From an optimization exercise on the open Yosys and OpenROAD flow, aimed at small area, a short achievable clock period and few clock cycles; shortcuts taken in it are not production practice.
In this exercise RTL edits were held to simulation tests only and were not proved equivalent to the original.
Power figures rest on the tool's default switching activity, not on a simulated workload.

**flow/design.v**
```verilog
`timescale 1ns/1ns
module IF (
    input           clk,rst,sel,
    input   [31:0]  Shift_address,
    output  [31:0]  PC,
    output  [31:0]  PC_out);
    wire [31:0] PC1;
    assign PC_out = PC + 32'd1;
    mux2_1 mux (PC_out, Shift_address,sel,PC1);
    D_32 d1(PC1,PC,clk,rst);
endmodule
module IF_ID (
    input   [31:0]  in1,in2,
    input           clk,rst,flush,
    output  [31:0]  out1,out2);
    reg [31:0] instr;
    D_32 d1(in1,out1,clk,rst);
    always @ (posedge clk or posedge rst)
    begin
    if(rst==1)
    instr<=32'hFC000000;
    else if(flush)
    instr<=32'hFC000000;
    else
    instr<=in2;
    end
    assign out2 = instr;
endmodule
module ID (
    input       [31:0]  in1,WriteData,
    input               clk,rst,RegWrite,
    input       [4:0]   Destination,
    output      [31:0]  Data1,Data2,
    output      [31:0]  extend,
    output      [4:0]   Rd,Rs,Rt);
    assign extend = {{16{in1[15]}}, in1[15:0]};
    assign Rd = in1[15:11];
    assign Rs = in1[25:21];
    assign Rt = in1[20:16];
    RegFile File (clk,rst,RegWrite,in1[25:21],in1[20:16],Destination,WriteData,Data1,Data2);
endmodule
module control( Instruction, WB,MEM,EX);
    input [31:0] Instruction;
    output       MEM,WB;
    output [3:0] EX;
    reg     [1:0]   ALUOp;
    reg             ALUSrc,Branch,RegWrite,RegDst;
    always @(*) begin
        case(Instruction[31:26])
            6'b000000: begin
                ALUOp = 2'b10;
                ALUSrc = 0;
                Branch = 0;
                RegWrite = 1;
                RegDst = 1;
            end
            6'b000100: begin
                ALUOp = 2'b01;
                ALUSrc = 0;
                Branch = 1;
                RegWrite = 0;
                RegDst = 0;
            end
            6'b001000: begin
                ALUOp = 2'b00;
                ALUSrc = 1;
                Branch = 0;
                RegWrite = 1;
                RegDst = 0;
            end
            default: begin
                ALUOp = 2'b00;
                ALUSrc = 0;
                Branch = 0;
                RegWrite = 0;
                RegDst = 0;
            end
        endcase
    end
    assign WB = RegWrite;
    assign MEM = Branch;
    assign EX = {RegDst,ALUOp,ALUSrc};
endmodule
module RegFile(
    input           clk,reset,RegWrite,
    input   [4:0]   ReadReg1,ReadReg2,WriteReg,
    input   [31:0]  WriteData,
    output  [31:0]  ReadData1,ReadData2);
    wire [31:0] r[31:0];
    wire [31:0] enable;
    wire [31:0] out1,out2;
    genvar i;
    decoder d(WriteReg,enable);
    generate
    for(i=0;i<32;i=i+1) begin : regs
    dff_reg f(clk,reset,RegWrite & enable[i],WriteData,r[i]);
    end
    endgenerate
    assign out1 = r[ReadReg1];
    assign out2 = r[ReadReg2];
    assign ReadData1 = (RegWrite && WriteReg == ReadReg1) ? WriteData : out1;
    assign ReadData2 = (RegWrite && WriteReg == ReadReg2) ? WriteData : out2;
endmodule
module ID_EX (
    input   [31:0]  in1, in2, in3, in4,
    input   [4:0]   in5,in6,in7,
    input   [3:0]   ex_in,
    input           clk,rst,flush,mem_in,wb_in,
    output  [4:0]   Rd,Rs,Rt,
    output  [31:0]  A,B,Address,extend,
    output          mem_out,wb_out,ALUSrc,RegDst,
    output  [1:0]   ALUOp);
    D_32 d1(in1,A,clk,rst);
    D_32 d2(in2,B,clk,rst);
    D_32 d3(in3,Address,clk,rst);
    D_32 d4(in4,extend,clk,rst);
    D_5 d5(in5,Rd,clk,rst);
    D_5 d6(in6,Rs,clk,rst);
    D_5 d7(in7,Rt,clk,rst);
    d_ff     ff1     (.clk(clk),.rst(rst),.d(wb_in & ~flush),.q(wb_out));
    d_ff     ff3     (.clk(clk),.rst(rst),.d(mem_in & ~flush),.q(mem_out));
    d_ff     ff6     (.clk(clk),.rst(rst),.d(ex_in[0]),.q(ALUSrc));
    d_ff     ff8     (.clk(clk),.rst(rst),.d(ex_in[1]),.q(ALUOp[0]));
    d_ff     ff9     (.clk(clk),.rst(rst),.d(ex_in[2]),.q(ALUOp[1]));
    d_ff     ff10    (.clk(clk),.rst(rst),.d(ex_in[3]),.q(RegDst));
endmodule
module EX(
    input   [31:0]  pc,extended,reg1,reg2,data,wbdata,
    input           ALUSrc,RegDst,
    input   [1:0]   ALUOp,
    input   [4:0]   Rd,Rt,
    input   [1:0]   A,B,
    output  [31:0]  pc_in,alu_result,
    output  [4:0]   dst,
    output          zero);
    wire [31:0] ALUIn1,ALUIn2,ALUIn2_temp;
    wire op0,op1,op2;
    bit32ADD pc_add      (.in1(pc),.in2(extended<<2),.out(pc_in));
    mux2_1   mux_alu     (.in1(ALUIn2_temp),.in2(extended),.sel(ALUSrc),.out(ALUIn2));
    mux3_1   mux_alu_2   (.in1(reg2),.in2(data),.in3(wbdata),.sel(B),.out(ALUIn2_temp));
    mux3_1   mux_alu_1   (.in1(reg1),.in2(data),.in3(wbdata),.sel(A),.out(ALUIn1));
    MyALU    alu         (.in1(ALUIn1),.in2(ALUIn2),.op({op0|op2,op1}),.alu_result(alu_result),.zero(zero));
    ALU_ctrl ctrl        (.func(extended[5:0]),.alu_op0(ALUOp[0]),.alu_op1(ALUOp[1]),.op({op2,op1,op0}));
    assign dst = RegDst ? Rd : Rt;
endmodule
module MyALU(
    input [31:0] in1,in2,
    input [1:0] op,
    output [31:0] alu_result,
    output zero);
    wire [31:0] and_wire, or_wire, add_wire, sub_wire;
    bit32AND  and_op    (.in1(in1),.in2(in2),.out(and_wire));
    bit32OR   or_op     (.in1(in1),.in2(in2),.out(or_wire));
    bit32ADD  add_op    (.in1(in1),.in2(in2),.out(add_wire));
    bit32SUB  sub_op    (.in1(in1),.in2(in2),.out(sub_wire));
    bit32_4to1mux mux (.in1(and_wire),.in2(add_wire),.in3(or_wire),.in4(sub_wire),.sel(op),.out(alu_result));
    assign zero = (alu_result == 32'b0);
endmodule
module ALU_ctrl (func,alu_op0,alu_op1,op);
    input alu_op0,alu_op1;
    input [5:0] func;
    output [2:0] op;
    assign op[0] = (~alu_op1 & alu_op0) | (alu_op1 & func[1]);
    assign op[1] = (~func[2]) | (~alu_op1);
    assign op[2] = (func[1] & alu_op1) | alu_op0;
endmodule
module EX_MEM(
    input   [31:0]  pc_in,alu_result_in,
    input   [4:0]   dstreg_in,
    input           zero_in,clk,rst,flush,wb_in,mem_in,
    output  [31:0]  pc_out,alu_result_out,
    output  [4:0]   dstreg_out,
    output          zero_out,mem_out,wb_out);
    D_32   pc_reg              (.in(pc_in),.clk(clk),.rst(rst),.out(pc_out));
    D_32   alu_result_reg      (.in(alu_result_in),.clk(clk),.rst(rst),.out(alu_result_out));
    D_5    dstreg_reg          (.in(dstreg_in),.clk(clk),.rst(rst),.out(dstreg_out));
    d_ff   zero_reg            (.d(zero_in),.clk(clk),.rst(rst),.q(zero_out));
    d_ff   RegWrite_reg        (.d(wb_in & ~flush),.clk(clk),.rst(rst),.q(wb_out));
    d_ff   branch_reg          (.d(mem_in & ~flush),.clk(clk),.rst(rst),.q(mem_out));
endmodule
module MEM(
    input           branch,zero,
    output          PCSrc);
    and     g1          (PCSrc,branch,zero);
endmodule
module MEM_WB(
    input   [31:0]  alu_result_in,
    input   [4:0]   dstreg_in,
    input           clk,rst,wb_in,
    output  [31:0]  alu_result_out,
    output  [4:0]   dstreg_out,
    output          RegWrite);
    D_32   alu_result  (.in(alu_result_in),.clk(clk),.rst(rst),.out(alu_result_out));
    D_5    dstreg_reg  (.in(dstreg_in),.clk(clk),.rst(rst),.out(dstreg_out));
    d_ff   wb_reg      (.d(wb_in),.clk(clk),.rst(rst),.q(RegWrite));
endmodule
module WB(
    input   [31:0]  alu_result,
    output  [31:0]  write_data);
    assign write_data = alu_result;
endmodule
module hazard(input [4:0] Rs,Rt,Rd_mem,Rd_wb,
    input wb_mem,wb_wb,
    output reg [1:0] A,B);
    always @(*) begin
        if (wb_mem && Rs == Rd_mem)     A = 2'd1;
        else if (wb_wb && Rs == Rd_wb)  A = 2'd2;
        else                            A = 2'd0;
        if (wb_mem && Rt == Rd_mem)     B = 2'd1;
        else if (wb_wb && Rt == Rd_wb)  B = 2'd2;
        else                            B = 2'd0;
    end
endmodule
module mux2_1(in1,in2,sel,out);
    input [31:0] in1,in2;
    input sel;
    output reg [31:0]out;
    always @*
    begin
    case (sel)
    1'b0: out=in1;
    1'b1: out=in2;
    endcase
    end
endmodule
module mux3_1(in1,in2,in3,sel,out);
    input [31:0] in1,in2,in3;
    input [1:0] sel;
    output reg [31:0]out;
    always @*
    begin
    case (sel)
    2'd1: out=in2;
    2'd2: out=in3;
    default: out=in1;
    endcase
    end
endmodule
module bit32_4to1mux(
    output [31:0] out,
    input [31:0] in1,in2,in3,in4,
    input [1:0] sel);
    wire [31:0] out1,out2;
    mux2_1 mux1(.out(out1),.sel(sel[0]),.in1(in1),.in2(in2));
    mux2_1 mux2(.out(out2),.sel(sel[0]),.in1(in3),.in2(in4));
    mux2_1 mux3(.out(out),.sel(sel[1]),.in1(out1),.in2(out2));
endmodule
module bit32AND (
    output [31:0] out,
    input [31:0] in1,in2);
    assign {out}=in1 & in2;
endmodule
module bit32OR (
    output [31:0] out,
    input [31:0] in1,in2);
    assign {out}=in1 | in2;
endmodule
module bit32ADD (
    output [31:0] out,
    input [31:0] in1,in2);
    assign {out}=in1 + in2;
endmodule
module bit32SUB (
    output [31:0] out,
    input [31:0] in1,in2);
    assign {out}=in1 + (~in2) + 1;
endmodule
module d_ff(
    input d,clk,rst,
    output reg q);
    always @(posedge clk or posedge rst) begin
        if(rst)
            q <= 1'b0;
        else
            q <= d;
    end
endmodule
module D_32(in,out,clk,rst);
    input[31:0] in;
    input clk,rst;
    output reg [31:0] out;
    always @ (posedge clk or posedge rst)
    begin
    if(rst==1)
    out<=0;
    else
    out<=in;
    end
endmodule
module dff_reg(clk,rst,en,D,Q);
    input [31:0] D;
    input clk,rst,en;
    output reg [31:0]Q;
    always @(posedge clk or posedge rst)
    begin
    if(rst==1)
    Q<=32'd0;
    else if(en)
    Q<=D;
    end
endmodule
module D_5(in,out,clk,rst);
    input[4:0] in;
    input clk,rst;
    output reg [4:0] out;
    always @ (posedge clk or posedge rst)
    begin
    if(rst==1)
    out<=0;
    else
    out<=in;
    end
endmodule
module decoder(in,out);
    input [4:0] in;
    output [31:0] out;
    assign out = 32'd1 << in;
endmodule
module mips_top (
    input           clk,
    input           rst,
    output  [31:0]  imem_addr,
    input   [31:0]  imem_data,
    output          wb_en,
    output  [4:0]   wb_reg,
    output  [31:0]  wb_data);
    wire            flush;
    wire            PCSrc,RegWrite,ALUSrc,RegDst,zero_EXOut,zero_MEMIn,branch;
    wire    [1:0]   ALUOp;
    wire    [3:0]   EX_ctrl;
    wire            MEM_ctrl,MEM_ctrl1;
    wire            WB_ctrl,WB_ctrl1,WB_ctrl2;
    wire    [31:0]  Shift_address,WriteData;
    wire    [31:0]  Rs_IDOut,Rt_IDOut,Rs_EXIn,Rt_EXIn;
    wire    [31:0]  extended_IDOut,extended_EXIn;
    wire    [31:0]  instr_IDIn;
    wire    [31:0]  PC_IFOut,PC_IDIn,PC_EXIn,PC_EXOut;
    wire    [31:0]  ALUResult_EXOut,ALUResult_MEMIn,ALUResult_WBIn;
    wire    [1:0]   a,b;
    wire    [4:0]   WriteReg,Rs_out,Rt_out,Rd_addr_IDOut,Rs_Addr_ID_out,Rt_Addr_ID_out,Rd_addr_EXIn,Dst_EXOut,Rd_addr_MEMIn;
    IF      fetch   (.clk(clk),.rst(rst),.sel(PCSrc),.Shift_address(Shift_address),.PC_out(PC_IFOut),.PC(imem_addr));
    IF_ID   if_id   (.clk(clk),.rst(rst),.flush(flush),.in1(PC_IFOut),.in2(imem_data),.out1(PC_IDIn),.out2(instr_IDIn));
    ID      decode  (.clk(clk),.rst(rst),.in1(instr_IDIn),.WriteData(WriteData),.RegWrite(RegWrite),
                     .Destination(WriteReg),.Data1(Rs_IDOut),.Data2(Rt_IDOut),.extend(extended_IDOut),
                     .Rd(Rd_addr_IDOut),.Rs(Rs_out),.Rt(Rt_out));
    control ctrl    (.Instruction(instr_IDIn),.EX(EX_ctrl),.MEM(MEM_ctrl),.WB(WB_ctrl));
    ID_EX   id_ex   (.clk(clk),.rst(rst),.flush(flush),.in1(Rs_IDOut),.in2(Rt_IDOut),.in3(PC_IDIn),.in4(extended_IDOut),
                     .in5(Rd_addr_IDOut),.in6(Rs_out),.in7(Rt_out),.ex_in(EX_ctrl),.mem_in(MEM_ctrl),.wb_in(WB_ctrl),
                     .Rd(Rd_addr_EXIn),.A(Rs_EXIn),.B(Rt_EXIn),.Address(PC_EXIn),.extend(extended_EXIn),
                     .wb_out(WB_ctrl1),.mem_out(MEM_ctrl1),.ALUSrc(ALUSrc),.RegDst(RegDst),.ALUOp(ALUOp),
                     .Rs(Rs_Addr_ID_out),.Rt(Rt_Addr_ID_out));
    EX      execute (.pc(PC_EXIn),.extended(extended_EXIn),.reg1(Rs_EXIn),.reg2(Rt_EXIn),.ALUSrc(ALUSrc),.RegDst(RegDst),
                     .ALUOp(ALUOp),.Rd(Rd_addr_EXIn),.Rt(Rt_Addr_ID_out),.dst(Dst_EXOut),
                     .pc_in(PC_EXOut),.alu_result(ALUResult_EXOut),.zero(zero_EXOut),
                     .data(ALUResult_MEMIn),.wbdata(WriteData),.A(a),.B(b));
    EX_MEM  ex_mem  (.clk(clk),.rst(rst),.flush(flush),.pc_in(PC_EXOut),.alu_result_in(ALUResult_EXOut),.dstreg_in(Dst_EXOut),
                     .zero_in(zero_EXOut),.wb_in(WB_ctrl1),.mem_in(MEM_ctrl1),.pc_out(Shift_address),
                     .alu_result_out(ALUResult_MEMIn),.dstreg_out(Rd_addr_MEMIn),.zero_out(zero_MEMIn),.mem_out(branch),
                     .wb_out(WB_ctrl2));
    MEM     mem     (.PCSrc(PCSrc),.branch(branch),.zero(zero_MEMIn));
    MEM_WB  mem_wb  (.clk(clk),.rst(rst),.alu_result_in(ALUResult_MEMIn),.dstreg_in(Rd_addr_MEMIn),.wb_in(WB_ctrl2),
                     .alu_result_out(ALUResult_WBIn),.dstreg_out(WriteReg),.RegWrite(RegWrite));
    WB      WriteBack (.alu_result(ALUResult_WBIn),.write_data(WriteData));
    hazard  hz      (.Rs(Rs_Addr_ID_out),.Rt(Rt_Addr_ID_out),.Rd_mem(Rd_addr_MEMIn),.Rd_wb(WriteReg),
                     .wb_mem(WB_ctrl2),.wb_wb(RegWrite),.A(a),.B(b));
    assign flush = PCSrc;
    assign wb_en   = RegWrite;
    assign wb_reg  = WriteReg;
    assign wb_data = WriteData;
endmodule
```
**flow/run.sh**
```bash
#!/bin/bash
# synth_recipe.tcl (not shown) runs the flow's synth.tcl, then flattens the netlist and writes it again
# the make line also repeats each setting of config.mk as NAME=value (left out here)
make -C /OpenROAD-flow-scripts/flow DESIGN_CONFIG=/design/flow/config.mk WORK_HOME=/design/flow/orfs CLKGATE_MAP_FILE= SYNTH_SCRIPT=/design/flow/synth_recipe.tcl finish
```
**flow/config.mk**
```make
export PLATFORM = sky130hd
export DESIGN_NAME = mips_top
export DESIGN_NICKNAME = mips_top
export VERILOG_FILES = /design/flow/design.v
export SDC_FILE = /design/flow/constraint.sdc
export NUM_CORES = 4
export LEC_CHECK = 0
export CAP_MARGIN = 20
export CORE_MARGIN = 2
export CORE_UTILIZATION = 40
export PLACE_DENSITY = 0.6
export SLEW_MARGIN = 20
```
**flow/constraint.sdc**
```tcl
create_clock -name core_clock -period 8.0 [get_ports {clk}]
set_input_delay 1.6000 -clock core_clock [delete_from_list [all_inputs] [get_ports {clk}]]
set_output_delay 1.6000 -clock core_clock [all_outputs]
set_load 0.01 [all_outputs]
```
==> results of run 1 <==
-- power groups by stage --
stage                     combinational (µW)  clock [µW]  sequential, µW
final                                   1180        7250            7240
after global routing                    1250        7560            7260
after CTS                               1150        7260            7240
after detailed placement                1140           0            7360
after global placement                  1130           0            7360
after floorplan                          679           0            7320
-- state kept, by name, summed over array words and instances, names as in the netlist, 16 cells and up --
name                       cells
fetch.d1.out                  32
if_id.d1.out                  32
ex_mem.pc_reg.out             32
if_id.instr                   32
mem_wb.alu_result.out         32
ex_mem.alu_result_reg.out     32
id_ex.d3.out                  32
id_ex.d1.out                  32
decode.File.regs.f.Q        1024
id_ex.d4.out                  16
id_ex.d2.out                  32
-- metal layers --
| layer | GRT usage, % | part of all wire (%) | vias to the layer above |
|---|---|---|---|
| met2 | 48.5 | 40 | 4817 |
| met1 | 44.2 | 37 | 28800 |
| met3 | 14.9 | 15 | 1589 |
| li1 | - | - | 21900 |
| met4 | 22.9 | 8.5 | 16 |
| met5 | 0.139 | 0.050 | - |
-- worst min-delay path by stage --
stage | start | endpoint | slack [ns] | cells past startpoint
final | if_id.d1.out[23] | id_ex.d3.out[23] | 0.32 | 0
after global routing | if_id.d1.out[23] | id_ex.d3.out[23] | 0.34 | 0
after CTS | if_id.d1.out[23] | id_ex.d3.out[23] | 0.33 | 0
after detailed placement | if_id.d1.out[15] | id_ex.d3.out[15] | 0.33 | 0
after global placement | if_id.d1.out[24] | id_ex.d3.out[24] | 0.33 | 0
after floorplan | id_ex.d3.out[0] | ex_mem.pc_reg.out[0] | 0.33 | 0
-- cell families after synthesis --
kind of cell	after synthesis	share of synthesized area (%)
compound gates	1579	17.8
flops	1358	49.9
mux	1132	18.6
simple gates	839	6.18
buf+inv	664	3.72
fa+ha+maj	128	2.37
xor+xnor	108	1.39
-- layout make-up --
| class | count | area (µm²) | area share [%] |
|---|---|---|---|
| Antenna cell | 5 | 12.5 | 0.0162 |
| Clock buffer | 214 | 4290 | 5.56 |
| Clock inverter | 61 | 805 | 1.04 |
| Inverter | 121 | 458 | 0.593 |
| Multi-Input combinational cell | 3786 | 32300 | 41.8 |
| Sequential cell | 1358 | 34000 | 44.0 |
| Tap cell | 2218 | 2780 | 3.59 |
| Timing Repair Buffer | 292 | 2630 | 3.40 |
-- layout by cell type (no fill, tap or decap), drive strengths merged, types with 126 or more instances in the layout --
| cell type | count |
|---|---|
| dfrtp | 1352 |
| mux2 | 1061 |
| a221oi | 329 |
| a22oi | 322 |
| a22o | 320 |
| nor2 | 228 |
| clkbuf | 214 |
| buf | 189 |
| nand2 | 182 |
| a21oi | 167 |
| o21ai | 145 |
| nand4 | 139 |
| inv | 128 |
| ha | 126 |
-- metrics by stage --
stage	total power, µW	util, %	area (µm²)	worst slack [ns]
floorplan	8000	-	68100	-12.38
global placement	8490	42.6	72100	1.52
detailed placement	8500	42.6	72100	1.47
CTS	15600	45.6	77200	1.41
global route	16100	45.6	77200	0.936
finish	15700	45.6	77200	1.39
-- critical path, stage by stage (launching register included) --
cell      delay [ns]
dfrtp_1         0.81
xor2_1          0.14
nor4_1          0.31
and3_2          0.26
buf_4           0.48
mux2i_1         0.17
o21ai_0         0.36
inv_1           0.12
ha_1            0.26
fa_1            0.45
nor2_1          0.18
o31a_1          0.22
o22ai_2         0.18
nor4_4          0.38
o31ai_1         0.12
o211ai_1        0.12
a31oi_1         0.14
or4_1           0.60
or4_1           0.44
nor4_1          0.33
nand4b_1        0.16
nor4_2          0.22
==> run_results.csv, run 1 <==
group,metric,value,unit
status,status,"complete, no violations",
grt,grt_overflow,0,
yosys,postSynth.asyncResetShare,100,%
grt,first_global_vias,55000,
yosys,synth_commonest_cells,"1352 x dfrtp_1, 1061 x mux2_2, 448 x clkbuf_1",
setup_path,r2r-start,"mem_wb.dstreg_reg.out[2]",
yosys,synth_edf_count,0,
route,vias,57100,
worst_hold_path,hold_class,"flop to flop",
yosys,syn-instance-count,5808,
power,pwr-share-clk,46.3,%
yosys,synth_top_cell_area_share,49.7,%
timing,rsz0062_at_grt,"false",
power,power.internal,11600,µW
route,drc_errors,0,
grt,grt_pass1_wl,431,mm
cells_and_area,drive_above_1_share,28.3,%
timing,drv_slew,0,
grt,antenna_found_initial,19,
yosys,synthMostInstantiatedCell,"dfrtp_1",
timing,finalCritPeriodShare,82.7,%
floorplanning,die_w,417,µm
placed_design,dp_cells,7774,
cells_and_area,fin_nets,5869,
power,swShare,25.9,%
route,avgViaCountPerCell,7.09,
placed_design,place_congestion,0.939,
floorplanning,die_h,417,µm
yosys,ys_ff_latch,1358,
power,max-vdd-ir-drop,189,µV
yosys,syn_area,68100,µm²
setup_path,r2r_end,"ex_mem.zero_reg.q",
route,dr.pass1.iters,8,
cts,cts_buffer_depth,3,
setup_path,r2r.worst_path.cells,21,
yosys,syn-num-nets,5970,
yosys,post_synth.cell_area_avg,11.7,µm²
cts,numCtsBuffers,148,
placed_design,hpwl,175,mm
yosys,yosys_warnings,10,
run,drv_cap,0,
setup_path,path_class,"flop to flop",
yosys,ys_types,99,
timing,hold_violations,0,
timing,max_freq,151,MHz
cts,cts_tree,"yes",
floorplanning,core_area,169000,µm²
cts,clock_latency,0.84,ns
floorplanning,io_pins,104,
timing,setup_violations,0,
cells_and_area,nFillCells,15400,
yosys,synth_flop_cell,"dfrtp_1",
grt,grt_usage,34.9,%
cts,cts_hold_buf,0,
yosys,synth_top_area_cell,"dfrtp_1",
timing,slew_headroom,15.5,%
setup_path,critical_path.startpoint_type,"flop",
setup_path,reg2reg_slack,1.39,ns
timing,setup-tns-final,0,ns
setup_path,cp.required,8.69,ns
power,power_switching,4060,µW
route,routed_wl,310,mm
setup_path,cp-startpoint,"mem_wb.dstreg_reg.out[2]",
cts,cts.repair.resized,0,
floorplanning,dieArea,174000,µm²
grt,grt_max_degree,173,
yosys,ys_seq_area_share,49.9,%
route,drtIter0Drc,9935,
power,powerDensity,203,nW/µm²
timing,hold_ws,0.323,ns
route,ant_nets,0,
timing,fin_crit,6.61,ns
placed_design,numPortBuffers,103,
setup_path,crit_arrival,7.30,ns
route,avgRoutedWirePerCell,38.4,µm
floorplanning,initial_core_util,40.2,%
cells_and_area,fin_cells,8055,
yosys,netlist_top_cells_area,"dfrtp_1 50%, mux2_2 18%, a221oi_1 4.2%",
timing,worstMarginPinSlew,1.26,ns
power,seqPwrFrac,46.2,%
cts,clk_pin_slew,0.06,ns
cts,htreeDepth,4,
timing,final.setup_skew,0.0651,ns
power,power_leakage,0.0354,µW
setup_path,worst_setup_path_end_kind,"flop",
cts,cts_root_buf,"clkbuf_16",
cts,postCtsSetupBuffers,0,
setup_path,crit_end,"ex_mem.zero_reg.q",
cts,cts_sinks,1358,
floorplanning,num_rows,151,
cells_and_area,syn_to_final_growth,13.4,%
setup_path,crit_path_max_fanout,31,
power,combPwrFrac,7.5,%
Testbench counts, summed over its fixed seeds: cycles 22,818.
==> run 2, diff against run 1 <==
==> flow/design.v (replaced) <==
`timescale 1ns/1ns
module mips_top (
    input           clk,
    input           rst,
    output  [31:0]  imem_addr,
    input   [31:0]  imem_data,
    output          wb_en,
    output  [4:0]   wb_reg,
    output  [31:0]  wb_data);
    reg  [31:0] pc;
    reg         e_we, e_br;
    reg  [4:0]  e_dst;
    reg  [1:0]  e_op;            
    reg  [31:0] e_a, e_b, e_tgt;
    reg         e_fa, e_fb;      
    reg         w_en;
    reg  [4:0]  w_reg;
    reg  [31:0] w_data;
    reg  [31:0] rf [0:31];
    reg  [31:0] rf_v;
    wire [31:0] a = e_fa ? w_data : e_a;
    wire [31:0] b = e_fb ? w_data : e_b;
    wire [31:0] sum = a + ((e_op == 2'd1) ? ~b : b) + {31'd0, e_op == 2'd1};
    reg  [31:0] res;
    always @(*) begin
        case (e_op)
            2'd2:    res = a & b;
            2'd3:    res = a | b;
            default: res = sum;
        endcase
    end
    wire taken_e = e_br && (a == b);
    wire [31:0] ins = imem_data;
    wire [5:0]  op  = ins[31:26];
    wire [4:0]  rs  = ins[25:21];
    wire [4:0]  rt  = ins[20:16];
    wire [4:0]  rd  = ins[15:11];
    wire [31:0] imm = {{16{ins[15]}}, ins[15:0]};
    wire is_r    = (op == 6'b000000);
    wire is_addi = (op == 6'b001000);
    wire is_beq  = (op == 6'b000100);
    wire same    = (rs == rt);
    wire br_u    = is_beq && same;                           
    wire br_c    = is_beq && !same && (ins[15:0] != 16'd0);  
    wire [31:0] pc1 = pc + 32'd1;
    wire [31:0] tgt = pc1 + {imm[29:0], 2'b00};
    reg [31:0] ra, rb;
    integer k;
    always @(*) begin
        ra = 32'd0; rb = 32'd0;
        for (k = 0; k < 32; k = k + 1) begin
            ra = ra | (((rs == k) && rf_v[k]) ? rf[k] : 32'd0);
            rb = rb | (((rt == k) && rf_v[k]) ? rf[k] : 32'd0);
        end
    end
    wire [31:0] da = (w_en && w_reg == rs) ? w_data : ra;
    wire [31:0] db = (w_en && w_reg == rt) ? w_data : rb;
    always @(posedge clk or posedge rst) begin
        if (rst) begin
            pc   <= 32'd0;
            e_we <= 1'b0;
            e_br <= 1'b0;
            w_en <= 1'b0;
            rf_v <= 32'd0;
        end else begin
            pc   <= taken_e ? e_tgt : (br_u ? tgt : pc1);
            e_we <= !taken_e && (is_r || is_addi);
            e_br <= !taken_e && br_c;
            w_en <= e_we;
            if (w_en) rf_v[w_reg] <= 1'b1;
        end
    end
    always @(posedge clk) begin
        e_dst  <= is_r ? rd : rt;
        e_op   <= is_r ? ins[2:1] : 2'd0;
        e_a    <= da;
        e_b    <= is_addi ? imm : db;
        e_tgt  <= tgt;
        e_fa   <= e_we && (e_dst == rs);
        e_fb   <= e_we && (e_dst == rt) && !is_addi;
        w_reg  <= e_dst;
        w_data <= res;
        if (w_en) rf[w_reg] <= w_data;
    end
    assign imem_addr = pc;
    assign wb_en     = w_en;
    assign wb_reg    = w_reg;
    assign wb_data   = w_data;
endmodule
==> run 2 against run 1 <==
Effect of this change: cell count down 23%; worst hold slack gained 0.073 ns; register-to-register slack better by 1.6 ns; die area fell by 18%; critical path type unchanged; critical endpoint is now w_data[30].
==> run_results.csv, run 2 <==
group,metric,value,unit
timing,max_freq,199,MHz
worst_hold_path,holdPathStages,0,
yosys,synth_flop_cell,"edfxtp_1",
cts,cts_tree,"yes",
route,routed_wl,258,mm
setup_path,r2r-start,"e_op[0]",
route,ant_nets,0,
placed_design,place_congestion,0.986,
grt,antenna_found_initial,8,
route,dr.pass1.iters,17,
timing,setup_slack,2.97,ns
route,avgRoutedWirePerCell,41.7,µm
worst_hold_path,hold_class,"flop to flop",
cells_and_area,syn_to_final_growth,13.9,%
power,power.internal,11400,µW
setup_path,cp.buffers_inverters,2,
cts,clk_pin_slew,0.06,ns
cells_and_area,final_common_cell,"edfxtp_1",
yosys,ys_ff_latch,1233,
setup_path,cp.required,8.70,ns
yosys,netlist_top_cells_area,"edfxtp_1 55%, a22oi_1 6.0%, dfxtp_1 5.1%",
cts,cts_root_buf,"clkbuf_16",
setup_path,r2r.worst_path.cells,14,
placed_design,placed_cell_area,59200,µm²
floorplanning,die_h,377,µm
setup_path,cp.depth,14,
power,powerDensity,239,nW/µm²
cells_and_area,final_area,63400,µm²
cells_and_area,most-common-layout-cells,"1024 x edfxtp_1, 448 x a22oi_1, 289 x a221oi_1",
placed_design,numPortBuffers,103,
timing,worstMarginPinSlew,1.32,ns
power,swShare,25.1,%
yosys,syn-instance-count,4205,
route,avgViaCountPerCell,7.54,
setup_path,crit_path_max_fanout,56,
grt,grt_pass1_wl,349,mm
yosys,ys_seq_area_share,63.3,%
setup_path,cp_slowest_cell,"a41oi_1",
timing,drv_slew,0,
yosys,post_synth.cell_area_avg,13.2,µm²
cells_and_area,largest_register,"rf",
placed_design,dp_slack,2.65,ns
yosys,ys_types,78,
power,seqPwrFrac,48.8,%
timing,setup_violations,0,
setup_path,path_class,"flop to flop",
floorplanning,dieArea,142000,µm²
timing,setup-tns-final,0,ns
run,drv_cap,0,
floorplanning,io_pins,104,
setup_path,critical_path.startpoint_type,"flop",
placed_design,hpwl,142,mm
yosys,syn-num-nets,4369,
worst_hold_path,min_from,"e_dst[3]",
setup_path,worst_setup_path_end_kind,"flop",
grt,grt_usage,35.5,%
grt,grt_max_degree,68,
yosys,synth_commonest_cells,"1024 x edfxtp_1, 448 x a22oi_1, 289 x a221oi_1",
cts,htreeDepth,4,
cts,clock_latency,0.80,ns
cells_and_area,largest_reg_flops,1024,
timing,hold_violations,0,
grt,first_global_vias,43700,
timing,final.setup_skew,0.0332,ns
power,max-vdd-ir-drop,224,µV
cts,numCtsBuffers,130,
timing,fin_crit,5.03,ns
route,drtIter0Drc,12000,
cts,cts_buffer_depth,3,
yosys,postSynth.asyncResetShare,5.43,%
cells_and_area,nFillCells,12100,
power,combPwrFrac,11.0,%
cts,postCtsSetupBuffers,0,
setup_path,crit_arrival,5.74,ns
grt,grt_overflow,0,
yosys,synth_edf_count,1024,
timing,rsz0062_at_grt,"false",
yosys,yosys_warnings,1,
cts,cts_hold_buf,0,
yosys,synth_top_cell_area_share,55.2,%
setup_path,slowest_delay,0.56,ns
power,pwr-share-clk,40.2,%
floorplanning,initial_core_util,40.4,%
timing,finalCritPeriodShare,62.9,%
setup_path,cp-startpoint,"e_op[0]",
setup_path,path_delay_family,"compound AO/OA/AOI/OAI gates",
status,status,"complete, no violations",
power,power_leakage,0.0221,µW
power,power_switching,3820,µW
floorplanning,num_rows,136,
yosys,syn_area,55700,µm²
cts,cts_sinks,1233,
yosys,synthMostInstantiatedCell,"edfxtp_1",
cts,cts.repair.resized,0,
yosys,synth_top_area_cell,"edfxtp_1",
floorplanning,die_w,377,µm
setup_path,worstPathCellList,"buf_4, nor2b_4, buf_4, xnor2_1, fa_1, a21o_1, a21oi_1, o21ai_1, a21oi_1, o2111ai_1, a41oi_1, a31oi_1, o21a_1, o31ai_2",
route,drc_errors,0,
cells_and_area,drive_above_1_share,10.9,%
cells_and_area,fin_nets,4435,
timing,slew_headroom,12.0,%
power,total_power,15200,µW
route,vias,46600,
floorplanning,core_area,138000,µm²
[run 2: through the flow]
stage | hold WS (ns) | std cells | utilization (%)
finish | 0.397 | 6182 | 46.0
global route | 0.402 | 6169 | 46.0
global placement | 0.395 | 5933 | 42.9
detailed placement | 0.392 | 5933 | 42.9
CTS | 0.400 | 6169 | 46.0
floorplan | 0.366 | 4205 | -
[run 2: area by class of cell]
| cell class | count | area, µm² | share of cell area, % |
|---|---|---|---|
| flip-flops and latches | 1233 | 35300 | 55.6 |
| multi-input cells | 2543 | 19000 | 30.0 |
| clock buffers | 173 | 3550 | 5.59 |
| repair buffers | 263 | 2240 | 3.54 |
| well taps | 1794 | 2240 | 3.54 |
| clock inverters | 63 | 669 | 1.06 |
| inverters | 100 | 375 | 0.592 |
| diodes | 13 | 32.5 | 0.0513 |
[run 2: final timing paths]
path | to | slack [ns]
max | w_data[30] | 2.97
min | w_reg[3] | 0.40
max reg2reg | w_data[30] | 2.97
min reg2reg | w_reg[3] | 0.40
max in group asynchronous | pc[2] | 5.99
min in group asynchronous | pc[21] | 1.41
[run 2: kinds of logic (layout without fill, tap and decap cells)]
logic type / count (synthesis) / in the layout / synth area share, %
simple gates: 755 / 755 / 7.10
flops: 1233 / 1233 / 63.3
xor+xnor: 142 / 142 / 2.23
compound gates: 1418 / 1418 / 19.5
fa+ha+maj: 130 / 130 / 2.95
mux: 98 / 98 / 1.78
other cells: 0 / 13 / 0
buf+inv: 429 / 599 / 3.13
[run 2: routing by layer]
layer | global-route usage (%) | share of wire, % | wire length [µm]
met5 | 0.377 | 0.10 | 270
met4 | 23.9 | 9.0 | 23200
met3 | 16.8 | 18 | 45700
met2 | 48.2 | 39 | 101000
met1 | 44.4 | 34 | 87900
[run 2: power groups by stage]
stage | sequential (µW) | clock [µW] | combinational, µW
after detailed placement | 7540 | 0 | 1640
after global routing | 7430 | 6340 | 1830
after CTS | 7410 | 6100 | 1650
final | 7410 | 6110 | 1670
after global placement | 7540 | 0 | 1610
after floorplan | 7580 | 0 | 967
Testbench counts of run 2, summed over its fixed seeds: cycles 17,895.
==> run 3, diff against run 2 <==
--- a/flow/design.v
+++ b/flow/design.v
@@ -1,3 +1,29 @@
 `timescale 1ns/1ns
+module add_sk #(parameter W = 32, parameter L = 5) (
+    input  [W-1:0] a, b,
+    input          ci,
+    output [W-1:0] s);
+    wire [W-1:0] p = a ^ b;
+    wire [W-1:0] g = {a[W-1:1] & b[W-1:1], (a[0] & b[0]) | (p[0] & ci)};
+    wire [W-1:0] gg [0:L];
+    wire [W-1:0] pp [0:L];
+    assign gg[0] = g;
+    assign pp[0] = p;
+    genvar l, i;
+    generate
+        for (l = 0; l < L; l = l + 1) begin : lv
+            for (i = 0; i < W; i = i + 1) begin : bt
+                if ((i >> l) & 1) begin : m
+                    assign gg[l+1][i] = gg[l][i] | (pp[l][i] & gg[l][((i >> l) << l) - 1]);
+                    assign pp[l+1][i] = pp[l][i] & pp[l][((i >> l) << l) - 1];
+                end else begin : k
+                    assign gg[l+1][i] = gg[l][i];
+                    assign pp[l+1][i] = pp[l][i];
+                end
+            end
+        end
+    endgenerate
+    assign s = p ^ {gg[L][W-2:0], ci};
+endmodule
 module mips_top (
     input           clk,
@@ -11,7 +37,7 @@
     reg         e_we, e_br;
     reg  [4:0]  e_dst;
-    reg  [1:0]  e_op;            
+    reg         e_sub, e_log, e_and;     
     reg  [31:0] e_a, e_b, e_tgt;
-    reg         e_fa, e_fb;      
+    reg         e_fa, e_fb;              
     reg         w_en;
     reg  [4:0]  w_reg;
@@ -21,13 +47,8 @@
     wire [31:0] a = e_fa ? w_data : e_a;
     wire [31:0] b = e_fb ? w_data : e_b;
-    wire [31:0] sum = a + ((e_op == 2'd1) ? ~b : b) + {31'd0, e_op == 2'd1};
-    reg  [31:0] res;
-    always @(*) begin
-        case (e_op)
-            2'd2:    res = a & b;
-            2'd3:    res = a | b;
-            default: res = sum;
-        endcase
-    end
+    wire [31:0] sum;
+    add_sk #(32, 5) alu_add (.a(a), .b(b ^ {32{e_sub}}), .ci(e_sub), .s(sum));
+    wire [31:0] lres = e_and ? (a & b) : (a | b);
+    wire [31:0] res  = e_log ? lres : sum;
     wire taken_e = e_br && (a == b);
     wire [31:0] ins = imem_data;
@@ -44,16 +65,24 @@
     wire br_c    = is_beq && !same && (ins[15:0] != 16'd0);  
     wire [31:0] pc1 = pc + 32'd1;
-    wire [31:0] tgt = pc1 + {imm[29:0], 2'b00};
-    reg [31:0] ra, rb;
+    wire [13:0] hi_p = pc1[31:18] + 14'd1;
+    wire [13:0] hi_m = pc1[31:18] - 14'd1;
+    wire [16:0] lo;
+    add_sk #(17, 5) tgt_add (.a({1'b0, pc1[17:2]}), .b({1'b0, ins[15:0]}), .ci(1'b0), .s(lo));
+    wire [13:0] hi = ins[15] ? (lo[16] ? pc1[31:18] : hi_m)
+                             : (lo[16] ? hi_p : pc1[31:18]);
+    wire [31:0] tgt = {hi, lo[15:0], pc1[1:0]};
+    wire [31:0] wsel = w_en ? (32'd1 << w_reg) : 32'd0;
+    wire byp_a = w_en && (w_reg == rs);
+    wire byp_b = w_en && (w_reg == rt) && !is_addi;
+    reg [31:0] da, db;
     integer k;
     always @(*) begin
-        ra = 32'd0; rb = 32'd0;
+        da = byp_a ? w_data : 32'd0;
+        db = (byp_b ? w_data : 32'd0) | (is_addi ? imm : 32'd0);
         for (k = 0; k < 32; k = k + 1) begin
-            ra = ra | (((rs == k) && rf_v[k]) ? rf[k] : 32'd0);
-            rb = rb | (((rt == k) && rf_v[k]) ? rf[k] : 32'd0);
+            da = da | (((rs == k) && rf_v[k] && !wsel[k]) ? rf[k] : 32'd0);
+            db = db | (((rt == k) && rf_v[k] && !wsel[k] && !is_addi) ? rf[k] : 32'd0);
         end
     end
-    wire [31:0] da = (w_en && w_reg == rs) ? w_data : ra;
-    wire [31:0] db = (w_en && w_reg == rt) ? w_data : rb;
     always @(posedge clk or posedge rst) begin
         if (rst) begin
@@ -68,12 +97,14 @@
             e_br <= !taken_e && br_c;
             w_en <= e_we;
-            if (w_en) rf_v[w_reg] <= 1'b1;
+            rf_v <= rf_v | wsel;
         end
     end
     always @(posedge clk) begin
         e_dst  <= is_r ? rd : rt;
-        e_op   <= is_r ? ins[2:1] : 2'd0;
+        e_sub  <= is_r && (ins[2:1] == 2'd1);
+        e_log  <= is_r && ins[2];
+        e_and  <= !ins[1];
         e_a    <= da;
-        e_b    <= is_addi ? imm : db;
+        e_b    <= db;
         e_tgt  <= tgt;
         e_fa   <= e_we && (e_dst == rs);
--- a/flow/config.mk
+++ b/flow/config.mk
@@ -10,3 +10,4 @@
 export CORE_UTILIZATION = 40
 export PLACE_DENSITY = 0.6
+export SETUP_SLACK_MARGIN = 4.0
 export SLEW_MARGIN = 20
==> run 3 against run 2 <==
Effect of this change: still clean; register-to-register slack improved by 1.1 ns; clock skew fell by 0.0088 ns; combinational power fell by 32%; setup slack improved by 0.99 ns; critical path depth fell by 4; via count fell by 1.4%; synthesized area fell by 2.1%; sequential cell count rose by 1; count of clock-buffer cells in the layout rose by 4; largest cell class unchanged.
==> run_results.csv, run 3 <==
group,metric,value,unit
status,status,"complete, no violations",
power,pwr-share-clk,42.8,%
placed_design,place_congestion,0.941,
route,avgRoutedWirePerCell,42.7,µm
grt,gr-usage-met2,49.9,%
grt,grtUsageMet3,17.8,%
yosys,yosys_warnings,3,
placed_design,placed_cell_area,58500,µm²
setup_path,r2r.worst_path.cells,10,
floorplanning,die_w,373,µm
grt,antenna_found_initial,13,
setup_path,reg2reg_slack,4.07,ns
grt,first_global_vias,42200,
setup_path,cp.buffers_inverters,2,
timing,slew_headroom,20.8,%
route,dr.pass1.iters,14,
yosys,synth_top_area_cell,"edfxtp_1",
setup_path,crit_arrival,4.77,ns
setup_path,path_delay_family,"simple AND/OR/NAND/NOR gates",
cts,numCtsBuffers,130,
cells_and_area,final_common_cell,"edfxtp_1",
power,power_switching,3430,µW
yosys,postSynth.asyncResetShare,5.43,%
worst_hold_path,holdPathStages,0,
placed_design,numPortBuffers,103,
route,vias,46000,
setup_path,crit_end,"e_b[21]",
setup_path,cp-startpoint,"imem_data[16]",
cells_and_area,largest_register,"rf",
cts,htreeDepth,4,
route,ant_nets,0,
yosys,syn-instance-count,4019,
floorplanning,num_rows,135,
cells_and_area,largest_reg_flops,1024,
yosys,ys_ff_latch,1234,
route,avgViaCountPerCell,7.55,
yosys,ys_seq_area_share,64.7,%
cts,cts_hold_buf,0,
yosys,synthMostInstantiatedCell,"edfxtp_1",
grt,grt_overflow,0,
grt,top_usage_layer,"met2",
power,combPwrFrac,7.8,%
cells_and_area,fin_nets,4350,
timing,final.setup_skew,0.0244,ns
cells_and_area,drive_above_1_share,14.7,%
timing,fin_crit,4.04,ns
cts,clk_pin_slew,0.06,ns
setup_path,crit_path_max_fanout,32,
cells_and_area,nFillCells,11700,
floorplanning,dieArea,139000,µm²
run,drv_cap,0,
cells_and_area,final_area,63700,µm²
cts,clock_latency,0.80,ns
floorplanning,die_h,373,µm
power,max-vdd-ir-drop,263,µV
timing,setup-tns-final,0,ns
setup_path,worst_setup_path_end_kind,"flop",
cts,cts_sinks,1234,
floorplanning,core_area,135000,µm²
yosys,synth_top_cell_area_share,56.4,%
setup_path,cp.required,8.73,ns
setup_path,path_class,"input pin to flop",
cells_and_area,multi_input_area,18600,µm²
yosys,ys_types,81,
cells_and_area,most-common-layout-cells,"1024 x edfxtp_1, 446 x a22oi_1, 258 x a221oi_1",
yosys,post_synth.cell_area_avg,13.6,µm²
power,seqPwrFrac,49.4,%
cts,cts_root_buf,"clkbuf_16",
power,powerDensity,228,nW/µm²
floorplanning,io_pins,104,
yosys,syn-num-nets,4173,
route,drc_errors,0,
worst_hold_path,min_from,"e_dst[2]",
route,routed_wl,260,mm
cells_and_area,ff_latch_area,35300,µm²
grt,grt_max_degree,68,
yosys,synth_edf_count,1024,
worst_hold_path,hold_class,"flop to flop",
cts,cts_buffer_depth,3,
setup_path,cp_slowest_cell,"buf_6",
timing,drv_slew,0,
cts,cts_tree,"yes",
power,power_leakage,0.0242,µW
route,drtIter0Drc,12500,
placed_design,hpwl,128,mm
setup_path,r2r_end,"e_a[24]",
power,swShare,23.6,%
yosys,syn_area,54500,µm²
setup_path,slowest_delay,0.64,ns
cells_and_area,syn_to_final_growth,16.8,%
grt,grt_usage,35.9,%
grt,gr-usage-met1,43.7,%
timing,max_freq,248,MHz
setup_path,critical_path.startpoint_type,"input pin",
floorplanning,initial_core_util,40.3,%
timing,setup_violations,0,
timing,rsz0062_at_grt,"true",
setup_path,r2r-start,"w_reg[3]",
timing,finalCritPeriodShare,50.5,%
timing,hold_violations,0,
setup_path,worstPathCellList,"clkdlybuf4s15_1, nand2b_1, or3b_2, nor3_2, buf_6, a22o_1, a221oi_1, nand4_1, nor3_1, nand2_1",
yosys,synth_commonest_cells,"1024 x edfxtp_1, 446 x a22oi_1, 258 x a221oi_1",
setup_path,cp.depth,10,
yosys,synth_flop_cell,"edfxtp_1",
power,power.internal,11100,µW
yosys,netlist_top_cells_area,"edfxtp_1 56%, a22oi_1 6.1%, dfxtp_1 5.3%",
timing,worstMarginPinSlew,1.19,ns
grt,grt_pass1_wl,346,mm
-- run 3: worst min-delay path by stage --
stage / endpoint / slack, ns
5_1_grt: w_reg[0] / 0.40
6_report: w_reg[2] / 0.39
3_5_place_dp: w_reg[2] / 0.38
4_1_cts: w_reg[1] / 0.39
2_1_floorplan: w_en / 0.37
3_3_place_gp: w_reg[2] / 0.38
-- run 3: final cells by class --
type	instances	share of cell area, %
antenna	8	0.0314
tap	1781	3.50
clock buffer	177	5.71
sequential	1234	55.4
multi-input combinational	2414	29.2
timing repair buffer	313	4.44
inverter	103	0.611
clock inverter	62	1.04
-- run 3: stage by stage --
| step | total power, µW | hold slack [ns] | std cells | utilization [%] | setup WS [ns] |
|---|---|---|---|---|---|
| detailed placement | 8310 | 0.383 | 5802 | 43.3 | 2.20 |
| global route | 14900 | 0.400 | 6084 | 47.1 | 3.92 |
| global placement | 8290 | 0.382 | 5802 | 43.3 | 2.18 |
| CTS | 14400 | 0.390 | 6058 | 46.7 | 3.98 |
| finish | 14500 | 0.389 | 6092 | 47.1 | 3.96 |
| floorplan | 7940 | 0.366 | 4019 | - | 4.01 |
-- run 3: cell families (layout without fill, tap and decap cells) --
kind of cell    Yosys count  in the layout  share of synthesized area (%)
mux                      78             78                           1.45
compound gates         1238           1238                           17.9
flops                  1234           1234                           64.7
buf+inv                 371            655                           2.72
fa+ha+maj               120            120                           2.88
xor+xnor                148            148                           2.39
other cells               0              8                              0
simple gates            830            830                           7.95
-- run 3: power by group through the flow --
stage | Sequential [µW] | Combinational [µW] | Clock (µW)
2_1_floorplan | 7300 | 647 | 0
3_3_place_gp | 7300 | 992 | 0
3_5_place_dp | 7300 | 1010 | 0
4_1_cts | 7170 | 1040 | 6190
5_1_grt | 7200 | 1240 | 6450
6_report | 7180 | 1130 | 6210
-- run 3: routing by layer --
metal  share of wire (%)  vias to the layer above
li1                    -                    16800
met1                  33                    21900
met2                  40                     5497
met3                  19                     1691
met4                 9.0                       12
met5                0.12                        -
-- run 3: repair_timing --
item                       CTS  global route
setup endpoints to repair  108            84
gates cloned                 0             1
gates resized for setup     75            75
setup buffers               17            25
pin swaps                    5            21
-- run 3: worst register-to-register path, cell delays in order (launching register included) --
cell	delay, ns
dfxtp_1	0.72
nand3b_1	0.60
o21ai_0	0.57
nor3_2	0.12
buf_4	0.28
buf_4	0.40
a22o_1	0.32
a221oi_1	0.22
nand4_1	0.14
nor3_1	0.24
nand2_1	0.16
Testbench counts of run 3, summed over its fixed seeds: cycles 17,895.
==> run 4, diff against run 3 <==
--- a/flow/design.v
+++ b/flow/design.v
@@ -74,13 +74,13 @@
     wire [31:0] wsel = w_en ? (32'd1 << w_reg) : 32'd0;
     wire byp_a = w_en && (w_reg == rs);
-    wire byp_b = w_en && (w_reg == rt) && !is_addi;
+    wire byp_b = w_en && (w_reg == rt);
     reg [31:0] da, db;
     integer k;
     always @(*) begin
         da = byp_a ? w_data : 32'd0;
-        db = (byp_b ? w_data : 32'd0) | (is_addi ? imm : 32'd0);
+        db = byp_b ? w_data : 32'd0;
         for (k = 0; k < 32; k = k + 1) begin
             da = da | (((rs == k) && rf_v[k] && !wsel[k]) ? rf[k] : 32'd0);
-            db = db | (((rt == k) && rf_v[k] && !wsel[k] && !is_addi) ? rf[k] : 32'd0);
+            db = db | (((rt == k) && rf_v[k] && !wsel[k]) ? rf[k] : 32'd0);
         end
     end
@@ -106,5 +106,5 @@
         e_and  <= !ins[1];
         e_a    <= da;
-        e_b    <= db;
+        e_b    <= is_addi ? imm : db;
         e_tgt  <= tgt;
         e_fa   <= e_we && (e_dst == rs);
==> flow/flow/run.sh (new file) <==
#!/bin/bash
# The standard layout (standard.sh: the standard flow's own synthesis, floorplan, power
# grid, placement, CTS and routing), with one change: the buffers that
# placement puts on every input and output port are sky130_fd_sc_hd__buf_4
# cells, which timing repair can resize, instead of the default delay-cell
# buffer. The make output goes to standard.log; each ORFS step keeps its own
# log under orfs/logs/.
set -euo pipefail
export BUFFER_PORTS_ARGS="-buffer_cell sky130_fd_sc_hd__buf_4"
bash standard.sh > standard.log 2>&1
==> flow/standard.sh (new file) <==
#!/bin/bash
# synth_recipe.tcl (not shown) runs the flow's synth.tcl, then flattens the netlist and writes it again
# the make line also repeats each setting of config.mk as NAME=value (left out here)
make -C /OpenROAD-flow-scripts/flow DESIGN_CONFIG=/design/flow/config.mk WORK_HOME=/design/flow/orfs CLKGATE_MAP_FILE= SYNTH_SCRIPT=/design/flow/synth_recipe.tcl "${@:-finish}"
--- a/flow/config.mk
+++ b/flow/config.mk
@@ -9,5 +9,8 @@
 export CORE_MARGIN = 2
 export CORE_UTILIZATION = 40
+export CTS_BUF_LIST = sky130_fd_sc_hd__clkbuf_16
+export CTS_CLUSTER_DIAMETER = 60
+export CTS_CLUSTER_SIZE = 20
 export PLACE_DENSITY = 0.6
-export SETUP_SLACK_MARGIN = 4.0
+export SETUP_SLACK_MARGIN = 4.5
 export SLEW_MARGIN = 20
removed: flow/run.sh
==> run 4 against run 3 <==
Effect of this change: still clean on timing, DRC and antenna; synthesized cell count up 1.0%; sequential power rose by 3.2%; highest routed layer unchanged; largest cell class unchanged; synthesized area grew 0.61%; clock power shrank 15%; largest power group unchanged; clock skew grew 0.0090 ns; total power down 1.6%; non-clock buffer count rose by 23.
==> run_results.csv, run 4 <==
group,metric,value,unit
floorplanning,core_area,136000,µm²
yosys,synth_flop_cell,"edfxtp_1",
power,max-vdd-ir-drop,185,µV
run,drv_cap,0,
yosys,postSynth.asyncResetShare,5.43,%
placed_design,place_congestion,0.952,
yosys,syn-num-nets,4215,
floorplanning,io_pins,104,
grt,grt_pass1_wl,352,mm
placed_design,dp_cells,5862,
floorplanning,die_w,374,µm
route,vias,46700,
timing,drv_slew,0,
grt,antenna_found_initial,12,
yosys,synthMostInstantiatedCell,"edfxtp_1",
timing,setup_violations,0,
yosys,ys_types,81,
yosys,netlist_top_cells_area,"edfxtp_1 56%, a22oi_1 5.7%, dfxtp_1 5.2%",
setup_path,worst_setup_path_end_kind,"flop",
placed_design,hpwl,135,mm
cts,cts_sinks,1234,
power,power_leakage,0.0219,µW
cells_and_area,fin_nets,4383,
yosys,synth_top_area_cell,"edfxtp_1",
yosys,syn-instance-count,4061,
placed_design,numPortBuffers,103,
setup_path,critical_path.startpoint_type,"input pin",
timing,worstMarginPinSlew,1.26,ns
cts,clk_pin_slew,0.07,ns
cells_and_area,fin_cells,6101,
timing,final.setup_skew,0.0334,ns
timing,setup-tns-final,0,ns
route,avgViaCountPerCell,7.66,
floorplanning,num_rows,135,
grt,grt_overflow,0,
cells_and_area,largest_register,"rf",
cells_and_area,most-common-layout-cells,"1024 x edfxtp_1, 415 x a22oi_1, 300 x buf_4",
floorplanning,initial_core_util,40.4,%
floorplanning,die_h,374,µm
yosys,synth_commonest_cells,"1024 x edfxtp_1, 415 x a22oi_1, 291 x a22o_1",
route,ant_nets,0,
yosys,synth_edf_count,1024,
cts,cts_root_buf,"clkbuf_16",
setup_path,crit_arrival,4.22,ns
grt,grt_usage,36.3,%
floorplanning,dieArea,140000,µm²
yosys,syn_area,54800,µm²
setup_path,cp.required,8.60,ns
cts,numCtsBuffers,97,
timing,hold_violations,0,
timing,hold_ws,0.392,ns
route,avgRoutedWirePerCell,43.3,µm
cells_and_area,largest_reg_flops,1024,
timing,rsz0062_at_grt,"true",
cells_and_area,syn_to_final_growth,15.6,%
timing,fin_crit,3.62,ns
route,routed_wl,264,mm
setup_path,crit_path_max_fanout,26,
grt,first_global_vias,42300,
yosys,post_synth.cell_area_avg,13.5,µm²
timing,slew_headroom,15.7,%
timing,max_freq,276,MHz
status,status,"complete, no violations",
yosys,synth_top_cell_area_share,56.1,%
setup_path,path_class,"input pin to flop",
route,dr.pass1.iters,11,
route,drc_errors,0,
route,drtIter0Drc,12000,
cells_and_area,drive_above_1_share,18.0,%
grt,grt_max_degree,68,
power,powerDensity,225,nW/µm²
cts,clock_latency,0.73,ns
worst_hold_path,hold_class,"flop to flop",
cells_and_area,final_common_cell,"edfxtp_1",
yosys,yosys_warnings,3,
yosys,ys_seq_area_share,64.3,%
cts,cts_tree,"yes",
timing,finalCritPeriodShare,45.3,%
cts,htreeDepth,3,
yosys,ys_ff_latch,1234,
cts,cts_buffer_depth,3,
## run 4: changes by cell type in the layout (fill, tap and decap cells not counted), sizes merged, moves of 32 or more
cell           previous run  this run
a222oi                   79        32
buf                     209       336
a221oi                  258       290
a22oi                   447       415
inv                     107       144
clkbuf                  182       101
a22o                    241       291
clkdlybuf4s50            83         0
## run 4: area by class of cell
cell class              instances  area, µm²
fillers                     12000      72400
multi-input cells            2458      19300
clock buffers                 101       2530
well taps                    1781       2230
diodes                         12       30.0
flip-flops and latches       1234      35300
clock inverters                77        872
repair buffers                336       2760
inverters                     102        383
## run 4: metrics by stage
stage	util (%)	instance area, µm²	setup slack [ns]	total power, µW
CTS	46.1	62600	4.40	14100
global placement	43.3	58700	3.24	8940
global route	46.7	63400	4.32	14700
detailed placement	43.3	58800	3.49	8960
floorplan	-	54900	4.22	8420
finish	46.7	63400	4.38	14300
## run 4: worst max-delay path, cell delays in order
cell,delay (ns)
buf_4,0.19
nor2_1,0.12
nand2_1,0.16
nor3_2,0.28
buf_4,0.28
buf_4,0.69
a22o_1,0.26
a221oi_1,0.05
nand4_1,0.16
nor3_1,0.07
a31oi_1,0.26
## run 4: final timing paths
check	start	end	slack, ns	cells past startpoint
worst max-delay path	imem_data[16]	e_b[22]	4.38	11
min in group asynchronous	rst	pc[30]	1.19	3
worst min-delay path	e_dst[3]	w_reg[3]	0.39	0
worst min register to register	e_dst[3]	w_reg[3]	0.39	0
max in group asynchronous	rst	pc[0]	6.06	3
worst max register to register	pc[1]	pc[30]	4.43	15
## run 4: power breakdown
| part | switching [µW] | internal, µW |
|---|---|---|
| combinational | 948 | 666 |
| clock | 2630 | 2620 |
| sequential | 204 | 7210 |
## run 4: logic make-up (layout without fill, tap and decap cells)
group           Yosys count  count (layout)  share of synthesized area [%]
other cells               0              12                              0
simple gates            828             828                           7.86
xor+xnor                147             147                           2.36
fa+ha+maj               120             120                           2.86
mux                      85              85                           1.57
flops                  1234            1234                           64.3
buf+inv                 369             616                           2.74
compound gates         1278            1278                           18.3
## run 4: timing repair
action | in CTS | in global routing
hold endpoints to repair | 0 | 0
gates resized for setup | 60 | 122
setup endpoints to repair | 114 | 114
pin swaps | 15 | 29
hold buffers | 0 | 0
cloned | 1 | 0
buffers inserted | 23 | 23
## run 4: layer usage
metal | vias up | part of all wire [%] | GRT usage (%)
met5 | - | 0.081 | 0.206
met4 | 24 | 8.9 | 22.8
met3 | 1731 | 18 | 18.0
met2 | 5522 | 40 | 50.3
met1 | 22500 | 33 | 44.7
li1 | 17000 | - | -
Testbench counts of run 4, summed over its fixed seeds: cycles 17,895.
==> run 5, diff against run 4 <==
--- a/flow/config.mk
+++ b/flow/config.mk
@@ -10,6 +10,6 @@
 export CORE_UTILIZATION = 40
 export CTS_BUF_LIST = sky130_fd_sc_hd__clkbuf_16
-export CTS_CLUSTER_DIAMETER = 60
-export CTS_CLUSTER_SIZE = 20
+export CTS_CLUSTER_DIAMETER = 70
+export CTS_CLUSTER_SIZE = 25
 export PLACE_DENSITY = 0.6
 export SETUP_SLACK_MARGIN = 4.5
==> run 5 against run 4 <==
Effect of this change: setup slack better by 0.0051 ns; sequential cell count unchanged; non-clock buffer count is 4 higher; count of clock-buffer cells in the layout is 27 lower; sequential power about the same; fmax up 0.14%; design area shrank 1.4%; still clean on timing, DRC and antenna; clock skew grew 0.0021 ns; cell count shrank 0.66%.
==> run_results.csv, run 5 <==
group,metric,value,unit
timing,setup_violations,0,
setup_path,worstPathCellList,"buf_4, or4_1, nor2_1, nand2_4, buf_6, nor2_2, buf_6, a31oi_1",
yosys,synth_top_cell_area_share,56.1,%
placed_design,numPortBuffers,103,
floorplanning,initial_core_util,40.4,%
placed_design,hpwl,135,mm
timing,finalCritPeriodShare,45.2,%
cts,cts_hold_buf,0,
cts,cts_tree,"yes",
yosys,yosys.area_share.adder,2.86,%
route,avgRoutedWirePerCell,43.4,µm
cells_and_area,final_common_cell,"edfxtp_1",
setup_path,cp_slowest_cell,"or4_1",
route,drtIter0Drc,11600,
grt,grt_overflow,0,
yosys,synth_commonest_cells,"1024 x edfxtp_1, 415 x a22oi_1, 291 x a22o_1",
setup_path,crit_arrival,4.20,ns
setup_path,reg2reg_slack,4.43,ns
setup_path,slowest_delay,0.64,ns
timing,setup_slack,4.38,ns
yosys,ys_seq_area_share,64.3,%
setup_path,cp.required,8.58,ns
cells_and_area,fin_nets,4362,
yosys,ys_types,81,
timing,setup-tns-final,0,ns
floorplanning,io_pins,104,
yosys,synth_mux_area_share,1.57,%
cells_and_area,most-common-layout-cells,"1024 x edfxtp_1, 414 x a22oi_1, 303 x buf_4",
timing,hold_violations,0,
yosys,synth_top_area_cell,"edfxtp_1",
yosys,ys_ff_latch,1234,
route,ant_nets,0,
placed_design,dp_slack,3.49,ns
worst_hold_path,hold_class,"flop to flop",
floorplanning,die_w,374,µm
placed_design,place_congestion,0.952,
yosys,post_synth.cell_area_avg,13.5,µm²
setup_path,cp.buffers_inverters,3,
timing,max_freq,276,MHz
yosys,syn-num-nets,4215,
status,status,"complete, no violations",
route,vias,46200,
placed_design,placed_cell_area,58800,µm²
power,seqPwrFrac,55.1,%
timing,hold_ws,0.397,ns
power,max-vdd-ir-drop,175,µV
cells_and_area,largest_reg_flops,1024,
route,avgViaCountPerCell,7.62,
grt,first_global_vias,42100,
power,power_leakage,0.0215,µW
grt,grt_pass1_wl,351,mm
grt,antenna_found_initial,9,
yosys,synthMostInstantiatedCell,"edfxtp_1",
timing,slew_headroom,15.6,%
grt,grt_usage,36.2,%
setup_path,path_class,"input pin to flop",
yosys,syn-instance-count,4061,
setup_path,critical_path.startpoint_type,"input pin",
cts,cts_buffer_depth,3,
yosys,synth-compound-area-share,18.3,%
power,powerDensity,215,nW/µm²
yosys,syn_area,54800,µm²
route,drc_errors,0,
setup_path,crit_path_max_fanout,31,
setup_path,path_delay_family,"simple AND/OR/NAND/NOR gates",
cells_and_area,syn_to_final_growth,14.0,%
cells_and_area,final_area,62500,µm²
yosys,synth_flop_cell,"edfxtp_1",
yosys,synth-xor-area-share,2.36,%
yosys,synth_top_family_by_area,"compound AO/OA/AOI/OAI gates",
timing,drv_slew,0,
setup_path,worst_setup_path_end_kind,"flop",
timing,fin_crit,3.62,ns
route,routed_wl,263,mm
power,power.internal,9870,µW
yosys,synth_edf_count,1024,
cts,clock_latency,0.75,ns
cells_and_area,largest_register,"rf",
grt,grt_max_degree,68,
cts,numCtsBuffers,72,
yosys,postSynth.asyncResetShare,5.43,%
power,power_switching,3570,µW
floorplanning,core_area,136000,µm²
yosys,netlist_top_cells_area,"edfxtp_1 56%, a22oi_1 5.7%, dfxtp_1 5.2%",
cts,clk_pin_slew,0.10,ns
power,pwr-share-clk,32.6,%
power,combPwrFrac,12.3,%
setup_path,cp_common_cell,"buf_6",
cells_and_area,utilization,46.1,%
timing,worstMarginPinSlew,1.27,ns
yosys,synth-simple-area-share,7.86,%
floorplanning,num_rows,135,
run,drv_cap,0,
cts,htreeDepth,3,
cts,cts_sinks,1234,
power,swShare,26.6,%
timing,final.setup_skew,0.0355,ns
yosys,yosys_warnings,3,
timing,rsz0062_at_grt,"true",
route,dr.pass1.iters,12,
cts,cts_root_buf,"clkbuf_16",
cells_and_area,drive_above_1_share,17.1,%
floorplanning,die_h,374,µm
floorplanning,dieArea,140000,µm²
run 5: cell types whose count changed in the layout (fill, tap and decap cells not counted), sizes merged:
cell,before,now
inv,144,134
clkinvlp,9,2
buf,336,339
bufinv,6,5
clkbuf,101,75
diode,12,13
run 5: worst paths after layout:
check,from,end,depth (start not counted)
setup / recovery,imem_data[27],e_b[28],8
hold / removal,e_dst[3],w_reg[3],0
setup reg to reg,pc[0],pc[30],15
hold reg to reg,e_dst[3],w_reg[3],0
max in group asynchronous,rst,pc[0],3
min in group asynchronous,rst,pc[30],3
run 5: repair_timing:
| item | CTS | global route |
|---|---|---|
| buffers inserted | 24 | 26 |
| pin swaps | 18 | 25 |
| gates cloned | 1 | 0 |
| gates resized for setup | 72 | 102 |
| endpoints found under the setup margin | 112 | 117 |
run 5: power groups by stage:
stage / Combinational, µW / Clock (µW) / Sequential [µW]
after global placement: 1410 / 0 / 7530
final: 1660 / 4380 / 7410
after CTS: 1520 / 4350 / 7400
after global routing: 1790 / 4570 / 7430
after detailed placement: 1430 / 0 / 7530
after floorplan: 832 / 0 / 7590
run 5: area by class of cell:
type | count | area, µm²
timing repair buffer | 340 | 2810
inverter | 102 | 383
multi-input combinational | 2458 | 19200
sequential | 1234 | 35300
antenna | 13 | 32.5
clock inverter | 59 | 674
tap | 1781 | 2230
clock buffer | 74 | 1850
fill | 12000 | 73300
run 5: layer usage:
metal / global-route usage, % / vias to the layer above / part of all wire (%)
met5: 1.65 / - / 0.13
li1: - / 16900 / -
met4: 22.8 / 18 / 8.6
met1: 44.8 / 22300 / 33
met2: 50.2 / 5338 / 40
met3: 17.6 / 1609 / 18
run 5: logic make-up after synthesis:
group	Yosys count
AO/OA/AOI/OAI	1278
flip-flops	1234
AND/OR/NAND/NOR	828
buffers and inverters	369
XOR/XNOR	147
adder cells (fa/ha/maj)	120
multiplexers	85
run 5: per-stage QoR:
stage	power (µW)	cells
finish	13400	6061
floorplan	8420	4061
global route	13800	6048
global placement	8940	5862
CTS	13300	6020
detailed placement	8960	5862

[afterwards: timing with drivers on the ports]
The results above use ideal ports. As a check the final layouts listed here were re-extracted and re-timed, cells and wires unchanged.
Step 1, drivers: a clkbuf_16 drives clk and a buf_2 each remaining input, both assumed.
Step 2 adds t to the input delays and takes it off the output delays; t is the mean of the earliest and latest rising clock arrival at the registers after step 1. Input paths then give back, and output paths get back, about the clock's delay inside the block.
a / b / c = ideal ports / drivers / drivers and shift; a / b = the first two.
| run | t (ns) | setup WS [ns] | worst setup path at the end | clock arrival spread, ns | slew at the worst register clock pin (ns) |
|---|---|---|---|---|---|
| run 1 | 0.885 | 1.388 / 1.388 / 1.388 | register to register | 0.071 / 0.071 | 0.07 / 0.07 |
| run 2 | 0.871 | 2.967 / 2.967 / 2.178 | input to register | 0.035 / 0.035 | 0.07 / 0.07 |
| run 3 | 0.860 | 3.961 / 4.010 / 3.150 | input to register | 0.032 / 0.032 | 0.07 / 0.07 |
| run 4 | 0.786 | 4.377 / 4.408 / 3.623 | input to register | 0.041 / 0.041 | 0.09 / 0.09 |
| run 5 | 0.807 | 4.382 / 4.429 / 3.632 | input to register | 0.036 / 0.036 | 0.11 / 0.11 |
After both steps setup and hold are still met in every run listed. For run 3, which loses most, drivers alone change the setup slack by +0.049 ns; drivers and shift together by -0.811 ns.
